This design comes from an exercise in tuning for a short achievable clock period and few clock cycles on the open sky130 flow, not from production work.
The RTL was checked by simulation tests, not by an equivalence proof against the original design.

==> inputs of 12-10 <==
## mammal
module mammal (
      input clk,
      input rst,
      input [15:0] data_in,
      output logic [15:0] data_out,
      output logic [11:0] address,
      output logic memwt,
      input INT,
      output logic intack
);
Settings: LEC_CHECK=0, CAP_MARGIN=20, CORE_MARGIN=2, CORE_UTILIZATION=40, SETUP_SLACK_MARGIN=5, SLEW_MARGIN=20; clock period 8.0 ns.
run.sh (not shown) runs the stock make flow with config.mk's settings and CLKGATE_MAP_FILE= SYNTH_SCRIPT=/design/flow/synth_recipe.tcl, a recipe that flattens the netlist after the stock synthesis.
==> 07-22: changes against 12-10 <==
==> flow/design.v (replaced) <==
module mammal (
      input clk,
      input rst,
      input [15:0] data_in,
      output logic [15:0] data_out,
      output logic [11:0] address,
      output logic memwt,
      input INT,
      output logic intack
);
localparam [3:0] OP_NOP=4'd0, OP_LDI=4'd1, OP_LD=4'd2, OP_ST=4'd3, OP_JZ=4'd4,
                 OP_JMP=4'd5, OP_ALU=4'd7, OP_PUSH=4'd8, OP_POP=4'd9,
                 OP_CALL=4'd10, OP_RET=4'd11, OP_STI=4'd12, OP_CLI=4'd13,
                 OP_IRET=4'd14;
logic s_iret2, s_int1, s_int2, s_int3, s_int4, s_halt;
wire  s_run = ~(s_iret2 | s_int1 | s_int2 | s_int3 | s_int4 | s_halt);
logic [11:0] pc;         
logic [11:0] jt;         
logic [11:0] sp1;        
logic [15:0] r [0:7];    
logic        zf, ie;
logic        int_r;      
logic [11:0] vec;        
logic x_any, x_alu, x_ldi, x_ld, x_st, x_push, x_pop, x_call, x_ret, x_iret,
      x_sti, x_cli, x_halt;
logic [7:0]  wa;         
logic [7:0]  wl;         
logic [15:0] opa, opb;   
logic s_add, s_sub, s_and, s_or, s_xor, s_shl, s_not, s_mov, s_inc, s_dec;
logic as_pc, as_jt, as_b, as_r7, as_sp1, as_vec;
logic ds_pc, ds_zf;
logic memwt_r;
wire x_bus = x_ldi | x_ld | x_st | x_push | x_pop | x_call | x_ret | x_iret | x_halt;
wire [15:0] r7 = r[7];
wire ie_after = x_sti | (ie & ~x_cli);
wire int_take = ie_after & int_r;
wire fetch = s_run & ~x_bus & ~int_take;
wire go_int1 = s_run & ~x_any & int_take;    
wire [15:0] A = opa, B = opb;
wire [15:0] sum = A + B;
wire [15:0] dif = A - B;
wire [15:0] inc = B + 16'd1;
wire [15:0] dec = B - 16'd1;
wire [15:0] axb = A ^ B;
wire [15:0] aob = A | B;
wire [15:0] aab = A & B;
wire [15:0] shl = (|B[15:4]) ? 16'h0000 : (A << B[3:0]);
wire bz = ~|B;
wire [15:0] result = ({16{s_add}} & sum) | ({16{s_sub}} & dif) | ({16{s_and}} & aab) |
                     ({16{s_or}} & aob) | ({16{s_xor}} & axb) | ({16{s_shl}} & shl) |
                     ({16{s_not}} & {15'b0, bz}) | ({16{s_mov}} & B) |
                     ({16{s_inc}} & inc) | ({16{s_dec}} & dec);
wire z_add = ~axb[0] & (axb[15:1] == aob[14:0]);
wire z_sub = (A == B);
wire z_none = ~(s_add | s_sub | s_and | s_or | s_xor | s_shl | s_not | s_mov | s_inc | s_dec);
wire zres = (s_add & z_add) | (s_sub & z_sub) | (s_and & ~|aab) | (s_or & ~|aob) |
            (s_xor & ~|axb) | (s_shl & ~|shl) | (s_not & ~bz) | (s_mov & bz) |
            (s_inc & (&B)) | (s_dec & (B == 16'd1)) | z_none;
wire zf_next = x_alu ? zres : zf;
assign address = ({12{as_pc}} & pc) | ({12{as_jt}} & jt) | ({12{as_b}} & opb[11:0]) |
                 ({12{as_r7}} & r7[11:0]) | ({12{as_sp1}} & sp1) | ({12{as_vec}} & vec);
assign data_out = ds_pc ? {4'b0, pc} : ds_zf ? {15'b0, zf} : opa;
assign memwt = memwt_r;
assign intack = s_int2;
wire sp_dec = x_push | x_call | s_int1 | s_int2;
wire sp_inc = x_pop | x_ret | x_iret | s_iret2;
always_ff @(posedge clk) begin
  for (int i = 0; i < 8; i++)
    if (wa[i]) r[i] <= result;
    else if (wl[i]) r[i] <= data_in;
    else if (i == 7 && sp_dec) r[i] <= r7 - 16'd1;
    else if (i == 7 && sp_inc) r[i] <= r7 + 16'd1;
  if (wl[7]) sp1 <= data_in[11:0] + 12'd1;
  else if (sp_dec) sp1 <= r7[11:0];
  else if (sp_inc) sp1 <= sp1 + 12'd1;
  else sp1 <= r7[11:0] + 12'd1;
end
wire [3:0] nop = data_in[15:12];
wire n_sp1 = (nop == OP_POP) | (nop == OP_RET) | (nop == OP_IRET);
wire hold = wa[7] & n_sp1;
wire accept = fetch & ~hold;
wire [11:0] fa1 = address + 12'd1;
wire [7:0] da = 8'd1 << data_in[8:6];
wire [7:0] db = 8'd1 << data_in[5:3];
wire [7:0] dd = 8'd1 << data_in[2:0];
wire [2:0] fn = data_in[11:9];
wire [2:0] f7 = data_in[8:6];
wire n_alu = nop == OP_ALU;
always_ff @(posedge clk) begin
  if (rst) begin
    s_iret2 <= 1'b0; s_int1 <= 1'b0; s_int2 <= 1'b0; s_int3 <= 1'b0; s_int4 <= 1'b0;
    s_halt <= 1'b0;
    x_any <= 1'b0; x_alu <= 1'b0; x_ldi <= 1'b0; x_ld <= 1'b0; x_st <= 1'b0;
    x_push <= 1'b0; x_pop <= 1'b0; x_call <= 1'b0; x_ret <= 1'b0; x_iret <= 1'b0;
    x_sti <= 1'b0; x_cli <= 1'b0; x_halt <= 1'b0;
    wa <= 8'd0; wl <= 8'd0;
    as_pc <= 1'b1; as_jt <= 1'b0; as_b <= 1'b0; as_r7 <= 1'b0; as_sp1 <= 1'b0; as_vec <= 1'b0;
    ds_pc <= 1'b0; ds_zf <= 1'b0;
    memwt_r <= 1'b0;
    pc <= 12'd0; zf <= 1'b0; ie <= 1'b0; int_r <= 1'b0;
  end else begin
    int_r <= INT;
    zf <= x_iret ? data_in[0] : zf_next;
    ie <= ~s_int1 & ie_after;
    s_iret2 <= x_iret;
    s_int1 <= go_int1;
    s_int2 <= s_int1;
    s_int3 <= s_int2;
    s_int4 <= s_int3;
    if (x_halt) s_halt <= 1'b1;
    ds_zf <= s_int1;
    if (accept) begin
      x_any  <= 1'b1;
      x_alu  <= n_alu;
      x_ldi  <= nop == OP_LDI;
      x_ld   <= nop == OP_LD;
      x_st   <= nop == OP_ST;
      x_push <= nop == OP_PUSH;
      x_pop  <= nop == OP_POP;
      x_call <= nop == OP_CALL;
      x_ret  <= nop == OP_RET;
      x_sti  <= nop == OP_STI;
      x_cli  <= nop == OP_CLI;
      x_iret <= nop == OP_IRET;
      x_halt <= (nop == 4'd6) | (nop == 4'd15);
      wa <= n_alu ? dd : 8'd0;
      wl <= ((nop == OP_LDI) | (nop == OP_LD) | (nop == OP_POP)) ? dd : 8'd0;
      as_jt  <= (nop == OP_JMP) | ((nop == OP_JZ) & zf_next);
      as_pc  <= ~((nop == OP_JMP) | ((nop == OP_JZ) & zf_next) | (nop == OP_LD) |
                  (nop == OP_ST) | (nop == OP_PUSH) | (nop == OP_CALL) | n_sp1);
      as_b   <= (nop == OP_LD) | (nop == OP_ST);
      as_r7  <= (nop == OP_PUSH) | (nop == OP_CALL);
      as_sp1 <= n_sp1;
      as_vec <= 1'b0;
      ds_pc  <= nop == OP_CALL;
      memwt_r <= (nop == OP_ST) | (nop == OP_PUSH) | (nop == OP_CALL);
      pc <= fa1;
      jt <= fa1 + data_in[11:0];
    end else begin
      x_any <= 1'b0; x_alu <= 1'b0; x_ldi <= 1'b0; x_ld <= 1'b0; x_st <= 1'b0;
      x_push <= 1'b0; x_pop <= 1'b0; x_call <= 1'b0; x_ret <= 1'b0; x_iret <= 1'b0;
      x_sti <= 1'b0; x_cli <= 1'b0; x_halt <= 1'b0;
      wa <= 8'd0; wl <= 8'd0;
      as_jt  <= 1'b0;
      as_b   <= 1'b0;
      as_r7  <= go_int1 | s_int1;
      as_sp1 <= x_iret;
      as_vec <= s_int3;
      as_pc  <= ~(go_int1 | s_int1 | x_iret | s_int3);
      ds_pc  <= go_int1;
      memwt_r <= go_int1 | s_int1;
      if (x_ldi) pc <= pc + 12'd1;
      else if (x_call) pc <= jt;
      else if (x_ret | s_iret2 | s_int4) pc <= data_in[11:0];
      else if (s_run & ~x_bus) pc <= address;    
    end
    if (s_int2) vec <= data_in[11:0];
    if (s_int3) vec <= vec + 12'h0dc;
  end
end
always_ff @(posedge clk)
  if (accept) begin
    opa <= |(wa & da) ? result : r[data_in[8:6]];
    opb <= |(wa & db) ? result : r[data_in[5:3]];
    s_add <= n_alu & (fn == 3'd0);
    s_sub <= n_alu & (fn == 3'd1);
    s_and <= n_alu & (fn == 3'd2);
    s_or  <= n_alu & (fn == 3'd3);
    s_xor <= n_alu & (fn == 3'd4);
    s_shl <= n_alu & (fn == 3'd5);
    s_not <= n_alu & (fn == 3'd7) & (f7 == 3'd0);
    s_mov <= n_alu & (fn == 3'd7) & (f7 == 3'd1);
    s_inc <= n_alu & (fn == 3'd7) & (f7 == 3'd2);
    s_dec <= n_alu & (fn == 3'd7) & (f7 == 3'd3);
  end
endmodule
==> flow_summary.toml <==
[cts]
ctsResizeCount = 498

[floorplanning]
die-area_um2 = 58700

[layout]
design_area_um2 = 29900
multi_input_area_um2 = 14900
n_all_inverters = 100
buffer_area_share_pct = 13.3
clkbuf_count = 44

[outcome]
status = "timing/DRC/antenna clean"

[detailed_routing]
wire_per_inst_um = 31.5

[worst_setup_path]
end_kind = "output pin"

[timing]
finClkSkew_ns = 0.0303

[grt]
antenna_found_initial = 7
the above is filed under 12-10

==> flow_summary.toml <==
[grt]
antenna_found_initial = 3

[timing]
finClkSkew_ns = 0.0149

[cts]
ctsResizeCount = 517

[outcome]
status = "timing/DRC/antenna clean"

[layout]
multi_input_area_um2 = 13600
clkbuf_count = 41
buffer_area_share_pct = 13.7
design_area_um2 = 26600

[detailed_routing]
wire_per_inst_um = 28.5
the above is filed under 07-22

Testbench counts of 12-10, summed over its fixed seeds: cycles 81,025.
Testbench counts of 07-22, summed over its fixed seeds: cycles 84,771.

## re-timing with driven ports
No port has a modelled driver above. Below, the same layouts with a new extraction and two added sets of constraints.
Step 1: set_driving_cell puts a clkbuf_16 on clk and a buf_2 on each other input, an assumption about the parent block.
Step 2, shift: input delay + t, output delay - t, t = (earliest + latest rising clock arrival at the registers) / 2. This alone moves slack from input paths to output paths.
Slacks: ideal / step 1 / step 2; pairs: ideal / step 1.
| run | shift t [ns] | setup WS [ns] | worst register clock-pin slew, ns |
|---|---|---|---|
| 12-10 | 0.625 | 4.513 / 4.446 / 4.258 | 0.07 / 0.07 |
| 07-22 | 0.620 | 4.583 / 4.550 / 4.136 | 0.07 / 0.07 |
After both steps setup and hold are still met in every run listed. The setup slack of 07-22, which loses most, moves by -0.033 ns with the drivers and by -0.447 ns with both steps.
